Source: an optimization exercise on an open RTL-to-GDS flow (aim: small area). Production flows keep margins and buffers that such runs may drop. The RTL was checked by simulation tests, not by an equivalence proof against the original design. The clock port is modelled as an ideal driver; clocking choices that lean on that would not hold on a real chip.

==> trial 9 <==
Design whack_a_mole, start of the top module:
module whack_a_mole(
    input clk,
    input rst,
    input [7:0] sw,
    input start,
    input reset_btn,
    input difficulty_btn,
    input left,
    input down,
    output [7:0] led,
    output [7:0] seg,
    output [3:0] an,
    output speaker
    );
clock: 10.0 ns
lec_check: 0
cap_margin: 20
core_margin: 2
core_utilization: 70
place_density: 0.8
slew_margin: 20
standard.sh (not shown) runs the stock make flow with config.mk's settings and CLKGATE_MAP_FILE= SYNTH_SCRIPT=/design/flow/synth_recipe.tcl, a recipe that flattens the netlist after the stock synthesis.
==> flow/flow/run.sh <==
#!/bin/bash
# Layout flow: the standard flow (standard.sh: the standard synthesis and
# ORFS steps, unchanged), with three changes to how the layout is made:
#  - the port buffers are buf_1 instead of ORFS's default choice;
#  - CTS uses clkbuf_4 (root clkbuf_8) and no dummy loads;
#  - after CTS, post_cts.tcl gives the clock buffers whose flip-flop clock
#    pins would see a slow slew a clkbuf_8 instead, and legalizes again.
# Each tool's full output goes to standard.log (and ORFS's own logs under
# orfs/logs).
set -e
export BUFFER_PORTS_ARGS="-buffer_cell sky130_fd_sc_hd__buf_1"
export CTS_ARGS="-sink_clustering_enable -repair_clock_nets -dont_use_dummy_load -root_buf sky130_fd_sc_hd__clkbuf_8 -buf_list sky130_fd_sc_hd__clkbuf_4"
export POST_CTS_TCL="$PWD/flow/post_cts.tcl"
bash standard.sh > standard.log 2>&1
==> flow/flow/post_cts.tcl <==
# After CTS: give each clock buffer that drives flip-flop clock pins with a
# slow slew the next larger clock buffer, then legalize the placement again.
proc my_fix_clock_slew { limit_ns } {
  estimate_parasitics -placement
  set changed 0
  foreach inst [get_cells clkbuf_*] {
    set cell [get_property [get_lib_cells -of_objects $inst] name]
    if { $cell != "sky130_fd_sc_hd__clkbuf_4" } { continue }
    set worst 0
    foreach pin [get_pins -of_objects [get_nets -of_objects [get_pins [get_name $inst]/X]] -filter "direction == input"] {
      set s [get_property $pin slew_max]
      if { $s > $worst } { set worst $s }
    }
    if { $worst > $limit_ns } {
      replace_cell $inst sky130_fd_sc_hd__clkbuf_8
      incr changed
    }
  }
  puts "my_fix_clock_slew: $changed clock buffers upsized"
  return $changed
}
if { [my_fix_clock_slew 0.110] > 0 } {
  detailed_placement
  check_placement -verbose
  estimate_parasitics -placement
}
==> inputs of trial 59, as changes to trial 9 <==
--- a/flow/design.v
+++ b/flow/design.v
@@ -17,16 +17,16 @@
     reg past;
     reg mole_clk;
     reg [7:0] f;
     reg [14:0] b;
     reg [4:0] s;
     reg sound;
-    wire m_37500 = ((m & 16'hefdf) == (M_37500 & 16'hefdf));
-    wire m_wrap = difficulty ? (m_37500 | past) : ((m & 16'hf7fb) == (M_50000 & 16'hf7fb));
-    wire b_wrap = ((b & 15'h7fdb) == (B_20000 & 15'h7fdb));
-    wire s_wrap = ((s & 5'h0f) == (S_20 & 5'h0f));
+    wire m_37500 = (m == M_37500);
+    wire m_wrap = difficulty ? (m_37500 | past) : (m == M_50000);
+    wire b_wrap = (b == B_20000);
+    wire s_wrap = (s == S_20);
     always @(posedge clk)
     begin
         if (rst || m_wrap)
             m <= 16'd0;
         else
             m <= {~m[14:0], m[15] ^ m[2]};
@@ -59,13 +59,13 @@
             sound <= 1'b0;
         else if (s_wrap)
             sound <= ~sound;
     end
     assign fast_tick = &f[5:0];
     assign digit = f[7:6];
-    assign sound_tick = sound & ((s & 5'h1b) == 5'd0);
+    assign sound_tick = sound & (s == 5'd0);
 endmodule
 `timescale 1ns / 1ps
 module reset(
     input btn,
     input clk,
     input rst,
@@ -97,14 +97,14 @@
     input tick,
     input difficulty_btn,
     output reg difficulty
     );
     localparam [11:0] C_3000 = 12'he84;
     reg [11:0] c;
-    wire c_0 = ((c & 12'h7fb) == 12'd0);
-    wire c_3000 = ((c & 12'hfb7) == (C_3000 & 12'hfb7));
+    wire c_0 = (c == 12'd0);
+    wire c_3000 = (c == C_3000);
     always @(posedge clk)
     begin
         if (rst)
         begin
             difficulty <= 1'b0;
             c <= 12'd0;
@@ -139,15 +139,17 @@
         data_next[2] = data[2]^data_next[4];
         data_next[1] = data[1]^data_next[3];
         data_next[0] = data[0]^data_next[2];
     end
     always @(posedge clk)
     begin
-        if (tick | rst)
+        if (rst)
+            data <= 5'h1f;
+        else if (tick)
         begin
-            if (reset | rst)
+            if (reset)
                 data <= 5'h1f;
             else
                 data <= data_next;
         end
     end
 endmodule
@@ -170,26 +172,32 @@
     wire i_31 = (i == 5'h15);
     wire i_0 = (i == 5'd0);
     wire i_30 = (i == 5'h1f);
     wire [3:0] pat = {difficulty & mole[3], mole[2:0]};
     wire clr = reset | i_31;
     wire set = ~reset & ~i_31 & ~i_0;
-    assign led_changed = tick & (reset | enable) &
+    assign led_changed = ~rst & tick & (reset | enable) &
         (clr ? led[4] : (set & (~led[4] | (led[3:0] != pat))));
     always @(posedge clk)
     begin
-        if (tick | rst)
+        if (rst)
+        begin
+            i <= 5'd0;
+            blink <= 1'b0;
+            led <= 5'd0;
+            end_enable <= 1'b0;
+            start_enable <= 1'b0;
+        end
+        else if (tick)
         begin
-            if (reset | rst)
+            if (reset)
             begin
                 i <= 5'd0;
                 blink <= 1'b0;
                 led <= 5'd0;
                 end_enable <= 1'b0;
-                if (rst)
-                    start_enable <= 1'b0;
             end
             else if (enable)
             begin
                 if (i_31)
                 begin
                     end_enable <= ~end_enable;
@@ -324,46 +332,60 @@
             z <= reset;
         if (led_changed)
             mchg <= 1'b1;
         else if (tick)
             mchg <= 1'b0;
     end
-    wire en = tick | rst;
-    wire clr = reset | rst;
-    wire c2 = hit & n3;
-    wire c1 = c2 & n2;
     always @(posedge clk)
     begin
-        if (en)
+        if (rst)
         begin
-            if (clr)
+            digit0 <= 4'd0;
+            digit1 <= 4'd0;
+            digit2 <= 4'd0;
+            digit3 <= 4'd0;
+            led_out <= 8'd0;
+            sound_enable <= 1'b0;
+            god <= 1'b0;
+        end
+        else if (tick)
+        begin
+            if (reset)
             begin
                 digit0 <= 4'd0;
                 digit1 <= 4'd0;
                 digit2 <= 4'd0;
                 digit3 <= 4'd0;
                 state <= 8'd0;
                 led_out <= 8'd0;
                 sound_enable <= 1'b0;
-                if (rst)
-                    god <= 1'b0;
             end
             else
             begin
                 led_out <= lo1 & ~flip;
                 state <= sw;
                 god <= god_mode;
                 sound_enable <= hit;
                 if (hit)
+                begin
                     digit3 <= inc(digit3);
-                if (c2)
-                    digit2 <= inc(digit2);
-                if (c1 & ~(n1 & n0))
-                    digit1 <= inc(digit1);
-                if (c1 & n1 & ~n0)
-                    digit0 <= inc(digit0);
+                    if (n3)
+                    begin
+                        digit2 <= inc(digit2);
+                        if (n2)
+                        begin
+                            if (!n1)
+                                digit1 <= inc(digit1);
+                            else if (!n0)
+                            begin
+                                digit1 <= 4'd0;
+                                digit0 <= inc(digit0);
+                            end
+                        end
+                    end
+                end
             end
         end
     end
 endmodule
 `timescale 1ns / 1ps
 module sound(
==> flow/flow/run.sh (replaced) <==
#!/bin/bash
# Layout flow: the standard flow (standard.sh, unchanged synthesis and
# steps), with smaller port buffers and a clock tree without dummy loads.
set -e
cp standard.sh standard.sh.copy
export BUFFER_PORTS_ARGS="-buffer_cell sky130_fd_sc_hd__buf_1"
export CTS_ARGS="-sink_clustering_enable -repair_clock_nets -dont_use_dummy_load -buf_list sky130_fd_sc_hd__clkbuf_8"
bash standard.sh > standard.log 2>&1
removed: flow/flow/post_cts.tcl
==> results.sh <==
export IMPL_endpoint="seg[3]"
export IMPL_power_switching_mw=0.273
export IMPL_pg_comb_mw=0.102
export IMPL_tightest_slew_ns=1.05
export IMPL_status="no timing/DRC/antenna violations"
export IMPL_crit_path_start="display.v[1]$_SDFFE_PP1P_"
export IMPL_cp_slowest_cell="dfxtp_1"
export IMPL_syn_avg_cell_area_um2=8.69
export IMPL_start_kind="flip-flop"
export IMPL_synth_nets=757
the above is filed under trial 59

==> results.sh <==
export IMPL_pg_comb_mw=0.138
export IMPL_crit_path_start="rst"
export IMPL_rrSetupSlack_ns=6.54
export IMPL_tightest_slew_ns=0.915
export IMPL_status="no timing/DRC/antenna violations"
export IMPL_start_kind="primary input"
export IMPL_syn_avg_cell_area_um2=10.0
export IMPL_endpoint="whack.digit0[2]$_SDFFCE_PN0P_"
export IMPL_multi_input_area_share_pct=41.3
export IMPL_cp_slowest_cell="nor2_1"
the above is filed under trial 9



==> exp/lagoon <==
whack_a_mole, a different RTL version from the one above (not shown whole).
==> module clock, before the edit <==
module clock(
    input clk,
    input rst,
    input difficulty,
    output reg mole_tick,
    output fast_tick,
    output [1:0] digit,
    output reg blink,
    output sound_tick
    );
    localparam [15:0] M_37500 = 16'h3f4c;
    localparam [15:0] M_50000 = 16'h0e1f;
    localparam [14:0] B_20000 = 15'h03d7;
    reg [15:0] m;
    reg past;
    reg mole_clk;
    reg [7:0] f;
    reg [14:0] b;
    reg [5:0] s;
    wire m_37500 = ((m & 16'hefdf) == (M_37500 & 16'hefdf));
    wire m_wrap = difficulty ? (m_37500 | past) : ((m & 16'hf7fb) == (M_50000 & 16'hf7fb));
    wire b_wrap = ((b & 15'h7fdb) == (B_20000 & 15'h7fdb));
    wire s_wrap = ((s & 6'h1d) == 6'h14);
    always @(posedge clk)
    begin
        if (rst || m_wrap)
            m <= 16'd0;
        else
            m <= {~m[14:0], m[15] ^ m[2]};
        if (rst || m_wrap)
            past <= 1'b0;
        else if (m_37500)
            past <= 1'b1;
        if (rst)
            mole_clk <= 1'b0;
        else if (m_wrap)
            mole_clk <= ~mole_clk;
        mole_tick <= m_wrap & ~mole_clk;
        if (rst)
            f <= 8'd31;
        else
            f <= f + 8'd1;
        if (rst || b_wrap)
            b <= 15'd0;
        else
            b <= {~b[13:0], b[14] ^ b[0]};
        if (rst)
            blink <= 1'b0;
        else if (b_wrap)
            blink <= ~blink;
        if (rst || s_wrap)
            s <= 6'd0;
        else
            s <= {~s[4:0], s[5] ^ s[0]};
    end
    assign fast_tick = &f[5:0];
    assign digit = f[7:6];
    assign sound_tick = ((s & 6'h2f) == 6'h06);
endmodule
==> module whack, before the edit <==
module whack(
    input clk,
    input rst,
    input tick,
    input [7:0] sw,
    input [4:0] led,
    input led_changed,
    input reset,
    input god_mode,
    output reg [3:0] digit0,
    output reg [3:0] digit1,
    output reg [3:0] digit2,
    output reg [3:0] digit3,
    output reg [7:0] led_out,
    output reg sound_enable
    );
    reg z;
    reg mchg;
    reg [7:0] state;
    reg god;
    wire [15:0] p;
    assign p = 16'd1 << led[3:0];
    wire [7:0] pat;
    assign pat[7] = led[4] & (p[0] | p[8] | p[10]);
    assign pat[6] = led[4] & (p[1] | p[9] | p[14]);
    assign pat[5] = led[4] & (p[2] | p[10] | p[15]);
    assign pat[4] = led[4] & (p[3] | p[11] | p[12]);
    assign pat[3] = led[4] & (p[4] | p[9] | p[12]);
    assign pat[2] = led[4] & (p[5] | p[13]);
    assign pat[1] = led[4] & (p[6] | p[11] | p[14]);
    assign pat[0] = led[4] & (p[7] | p[8] | p[13] | p[15]);
    wire chg = z ? led[4] : mchg;
    wire [7:0] lo0 = chg ? pat : led_out;
    wire [7:0] lo1 = god_mode ? 8'hff : (god ? 8'h00 : lo0);
    wire [7:0] flip = sw ^ state;
    wire hit = |(flip & lo1);
    function [3:0] inc;
        input [3:0] d;
        inc = {(d[2] & d[1] & d[0]) | (d[3] & ~d[0]),
               d[2] ^ (d[1] & d[0]),
               (d[1] ^ d[0]) & ~d[3],
               ~d[0]};
    endfunction
    wire n3 = digit3[3] & digit3[0];
    wire n2 = digit2[3] & digit2[0];
    wire n1 = digit1[3] & digit1[0];
    wire n0 = digit0[3] & digit0[0];
    always @(posedge clk)
    begin
        if (tick)
            z <= reset;
        if (led_changed)
            mchg <= 1'b1;
        else if (tick)
            mchg <= 1'b0;
    end
    wire en = tick | rst;
    wire clr = reset | rst;
    wire c2 = hit & n3;
    wire c1 = c2 & n2;
    always @(posedge clk)
    begin
        if (en)
        begin
            if (clr)
            begin
                digit0 <= 4'd0;
                digit1 <= 4'd0;
                digit2 <= 4'd0;
                digit3 <= 4'd0;
                state <= 8'd0;
                led_out <= 8'd0;
                sound_enable <= 1'b0;
                if (rst)
                    god <= 1'b0;
            end
            else
            begin
                led_out <= lo1 & ~flip;
                state <= sw;
                god <= god_mode;
                sound_enable <= hit;
                if (hit)
                    digit3 <= inc(digit3);
                if (c2)
                    digit2 <= inc(digit2);
                if (c1 & ~(n1 & n0))
                    digit1 <= inc(digit1);
                if (c1 & n1 & ~n0)
                    digit0 <= inc(digit0);
            end
        end
    end
endmodule
==> module mole, before the edit <==
module mole(
    input enable,
    input clk,
    input rst,
    input tick,
    input reset,
    input difficulty,
    input [4:0] mole,
    output reg [4:0] led,
    output reg blink,
    output reg end_enable,
    output reg start_enable,
    output led_changed
    );
    reg [4:0] i;
    wire i_31 = (i == 5'h15);
    wire i_0 = (i == 5'd0);
    wire i_30 = (i == 5'h1f);
    wire [3:0] pat = {difficulty & mole[3], mole[2:0]};
    wire clr = reset | i_31;
    wire set = ~reset & ~i_31 & ~i_0;
    assign led_changed = tick & (reset | enable) &
        (clr ? led[4] : (set & (~led[4] | (led[3:0] != pat))));
    always @(posedge clk)
    begin
        if (tick | rst)
        begin
            if (reset | rst)
            begin
                i <= 5'd0;
                blink <= 1'b0;
                led <= 5'd0;
                end_enable <= 1'b0;
                if (rst)
                    start_enable <= 1'b0;
            end
            else if (enable)
            begin
                if (i_31)
                begin
                    end_enable <= ~end_enable;
                    blink <= 1'b1;
                    led <= 5'd0;
                end
                else if (i_0)
                begin
                    start_enable <= ~start_enable;
                    i <= {~i[3:0], i[4] ^ i[1]};
                end
                else
                begin
                    start_enable <= 1'b0;
                    end_enable <= 1'b0;
                    led <= {1'b1, pat};
                    i <= i_30 ? 5'h15 : {~i[3:0], i[4] ^ i[1]};
                end
            end
        end
    end
endmodule
==> module sound, before the edit <==
module sound(
    input clk,
    input rst,
    input tick,
    input enable,
    input start_enable,
    input end_enable,
    input god_mode,
    output reg speaker
    );
    localparam [9:0] C_1000 = 10'h2b2;
    reg [9:0] c;
    wire event_v = enable | start_enable | end_enable;
    wire idle = &c;
    wire c_1000 = (c == C_1000);
    always @(posedge clk)
    begin
        if (rst)
        begin
            speaker <= 1'b0;
            c <= 10'h3ff;
        end
        else if (tick)
        begin
            if (event_v)
            begin
                speaker <= ~speaker;
                c <= 10'd0;
            end
            else if (c_1000 || idle)
            begin
                speaker <= 1'b0;
                c <= 10'h3ff;
            end
            else
            begin
                speaker <= ~speaker;
                c <= {c[8:0], ~(c[9] ^ c[6])};
            end
        end
    end
endmodule
==> flow/config.mk <==
export PLATFORM = sky130hd
export DESIGN_NAME = whack_a_mole
export DESIGN_NICKNAME = whack_a_mole
export VERILOG_FILES = /design/flow/design.v
export SDC_FILE = /design/flow/constraint.sdc
export NUM_CORES = 4
export LEC_CHECK = 0
export CAP_MARGIN = 20
export CORE_MARGIN = 2
export CORE_UTILIZATION = 70
export PLACE_DENSITY = 0.8
export SLEW_MARGIN = 20
==> flow/constraint.sdc <==
create_clock -name core_clock -period 10.0 [get_ports {clk}]
set_input_delay 2.0000 -clock core_clock [delete_from_list [all_inputs] [get_ports {clk}]]
set_output_delay 2.0000 -clock core_clock [all_outputs]
set_load 0.01 [all_outputs]
==> flow/flow/run.sh <==
#!/bin/bash
# Layout flow: the standard flow (standard.sh: the standard synthesis and
# ORFS steps, unchanged), with three changes to how the layout is made:
#  - the port buffers are buf_1 instead of ORFS's default choice;
#  - CTS uses clkbuf_4 (root clkbuf_8) and no dummy loads;
#  - after CTS, post_cts.tcl gives the clock buffers whose flip-flop clock
#    pins would see a slow slew a clkbuf_8 instead, and legalizes again.
# Each tool's full output goes to standard.log (and ORFS's own logs under
# orfs/logs).
set -e
export BUFFER_PORTS_ARGS="-buffer_cell sky130_fd_sc_hd__buf_1"
export CTS_ARGS="-sink_clustering_enable -repair_clock_nets -dont_use_dummy_load -root_buf sky130_fd_sc_hd__clkbuf_8 -buf_list sky130_fd_sc_hd__clkbuf_4"
export POST_CTS_TCL="$PWD/flow/post_cts.tcl"
export RECOVER_POWER=100
bash standard.sh > standard.log 2>&1
==> flow/flow/post_cts.tcl <==
# After CTS: give each clock buffer that drives flip-flop clock pins with a
# slow slew the next larger clock buffer, then legalize the placement again.
proc my_fix_clock_slew { limit_ns } {
  estimate_parasitics -placement
  set changed 0
  foreach inst [get_cells clkbuf_*] {
    set cell [get_property [get_lib_cells -of_objects $inst] name]
    if { $cell != "sky130_fd_sc_hd__clkbuf_4" } { continue }
    set worst 0
    foreach pin [get_pins -of_objects [get_nets -of_objects [get_pins [get_name $inst]/X]] -filter "direction == input"] {
      set s [get_property $pin slew_max]
      if { $s > $worst } { set worst $s }
    }
    if { $worst > $limit_ns } {
      replace_cell $inst sky130_fd_sc_hd__clkbuf_8
      incr changed
    }
  }
  puts "my_fix_clock_slew: $changed clock buffers upsized"
  return $changed
}
if { [my_fix_clock_slew 0.110] > 0 } {
  detailed_placement
  check_placement -verbose
  estimate_parasitics -placement
}
==> exp/willow (differences from exp/lagoon) <==
--- a/flow/design.v
+++ b/flow/design.v
@@ -37,5 +37,5 @@
         else if (m_wrap)
             mole_clk <= ~mole_clk;
-        mole_tick <= m_wrap & ~mole_clk;
+        mole_tick <= ~rst & m_wrap & ~mole_clk;
         if (rst)
             f <= 8'd31;
@@ -314,10 +314,18 @@
     always @(posedge clk)
     begin
-        if (tick)
-            z <= reset;
-        if (led_changed)
-            mchg <= 1'b1;
-        else if (tick)
+        if (rst)
+        begin
+            z <= 1'b1;
             mchg <= 1'b0;
+        end
+        else
+        begin
+            if (tick)
+                z <= reset;
+            if (led_changed)
+                mchg <= 1'b1;
+            else if (tick)
+                mchg <= 1'b0;
+        end
     end
     wire en = tick | rst;
--- a/flow/flow/run.sh
+++ b/flow/flow/run.sh
@@ -12,4 +12,3 @@
 export CTS_ARGS="-sink_clustering_enable -repair_clock_nets -dont_use_dummy_load -root_buf sky130_fd_sc_hd__clkbuf_8 -buf_list sky130_fd_sc_hd__clkbuf_4"
 export POST_CTS_TCL="$PWD/flow/post_cts.tcl"
-export RECOVER_POWER=100
 bash standard.sh > standard.log 2>&1
==> exp/sierra (differences from exp/lagoon) <==
--- a/flow/design.v
+++ b/flow/design.v
@@ -37,5 +37,5 @@
         else if (m_wrap)
             mole_clk <= ~mole_clk;
-        mole_tick <= m_wrap & ~mole_clk;
+        mole_tick <= ~rst & m_wrap & ~mole_clk;
         if (rst)
             f <= 8'd31;
@@ -192,8 +192,5 @@
                 end
                 else if (i_0)
-                begin
                     start_enable <= ~start_enable;
-                    i <= {~i[3:0], i[4] ^ i[1]};
-                end
                 else
                 begin
@@ -201,6 +198,6 @@
                     end_enable <= 1'b0;
                     led <= {1'b1, pat};
-                    i <= i_30 ? 5'h15 : {~i[3:0], i[4] ^ i[1]};
                 end
+                i <= i_30 ? 5'h15 : {~i[3:0], i[4] ^ i[1]};
             end
         end
@@ -314,10 +311,18 @@
     always @(posedge clk)
     begin
-        if (tick)
-            z <= reset;
-        if (led_changed)
-            mchg <= 1'b1;
-        else if (tick)
+        if (rst)
+        begin
+            z <= 1'b1;
             mchg <= 1'b0;
+        end
+        else
+        begin
+            if (tick)
+                z <= reset;
+            if (led_changed)
+                mchg <= 1'b1;
+            else if (tick)
+                mchg <= 1'b0;
+        end
     end
     wire en = tick | rst;
@@ -385,18 +390,10 @@
         begin
             if (event_v)
-            begin
-                speaker <= ~speaker;
                 c <= 10'd0;
-            end
-            else if (c_1000 || idle)
-            begin
-                speaker <= 1'b0;
+            else if (c_1000)
                 c <= 10'h3ff;
-            end
             else
-            begin
-                speaker <= ~speaker;
                 c <= {c[8:0], ~(c[9] ^ c[6])};
-            end
+            speaker <= (event_v || !(c_1000 || idle)) & ~speaker;
         end
     end
--- a/flow/flow/run.sh
+++ b/flow/flow/run.sh
@@ -12,4 +12,3 @@
 export CTS_ARGS="-sink_clustering_enable -repair_clock_nets -dont_use_dummy_load -root_buf sky130_fd_sc_hd__clkbuf_8 -buf_list sky130_fd_sc_hd__clkbuf_4"
 export POST_CTS_TCL="$PWD/flow/post_cts.tcl"
-export RECOVER_POWER=100
 bash standard.sh > standard.log 2>&1
==> metrics.json <==
{
  "status": "complete, no violations",
  "final_cells": 761,
  "seq_area_frac_synth_pct": 54.26,
  "vias": 4600,
  "clk_pin_slew_ns": 0.11,
  "grtUsageTotal_pct": 26.19,
  "p_leak_nw": 2.391,
  "cp-endpoint": "whack.digit3[3]",
  "synth_fp_nets": 653,
  "grt_pass1_vias": 4494,
  "worst_r2r_endpoint": "whack.digit0[1]"
}
[end of results for exp/willow]
==> metrics.json <==
{
  "synth_fp_nets": 631,
  "status": "complete, no violations",
  "grt_pass1_vias": 4248,
  "seq_area_frac_synth_pct": 55.04,
  "final_cells": 744,
  "grtUsageTotal_pct": 25.26,
  "worst_r2r_endpoint": "whack.digit1[1]"
}
[end of results for exp/sierra]
==> metrics.json <==
{
  "clk_pin_slew_ns": 0.09,
  "status": "failed layout checks",
  "checkFailReasons": "capacitance limit, slew limit",
  "grtUsageTotal_pct": 25.35,
  "final-max-slew-violation-count": 98,
  "max_cap_viol_count": 2,
  "vias": 4613
}
[end of results for exp/lagoon]

==> afterwards: timing with drivers on the ports <==
No port has a modelled driver above. Below, the same layouts with a new extraction and two added sets of constraints.
Step 1 (the two cells are an assumption about what drives the block):
set clk [get_ports {clk}]
set_driving_cell -lib_cell sky130_fd_sc_hd__clkbuf_16 $clk
set_driving_cell -lib_cell sky130_fd_sc_hd__buf_2 [delete_from_list [all_inputs] $clk]
Step 2 times the ports against the registers' clock, not the clock port: input delays grow and output delays shrink by t, the midpoint of the rising clock arrivals with the driver on.
Slacks: no drivers / after step 1 / after step 2; pairs: no drivers / after step 1.
run	shift t [ns]	slack for setup (ns)	worst slew at a driven data input, ns	pins driven straight from the clock port
trial 9	0.415	5.718 / 5.730 / 5.315	0.03	1
trial 59	0.455	6.086 / 6.052 / 5.876	0.05	1
exp/lagoon	0.414	3.295 / 3.305 / 2.891	0.03	1
exp/willow	0.424	5.706 / 5.720 / 5.296	0.04	1
exp/sierra	0.417	5.806 / 5.811 / 5.394	0.03	1
The setup slack of exp/sierra, which loses most, moves by +0.005 ns with the drivers and by -0.412 ns with both steps.
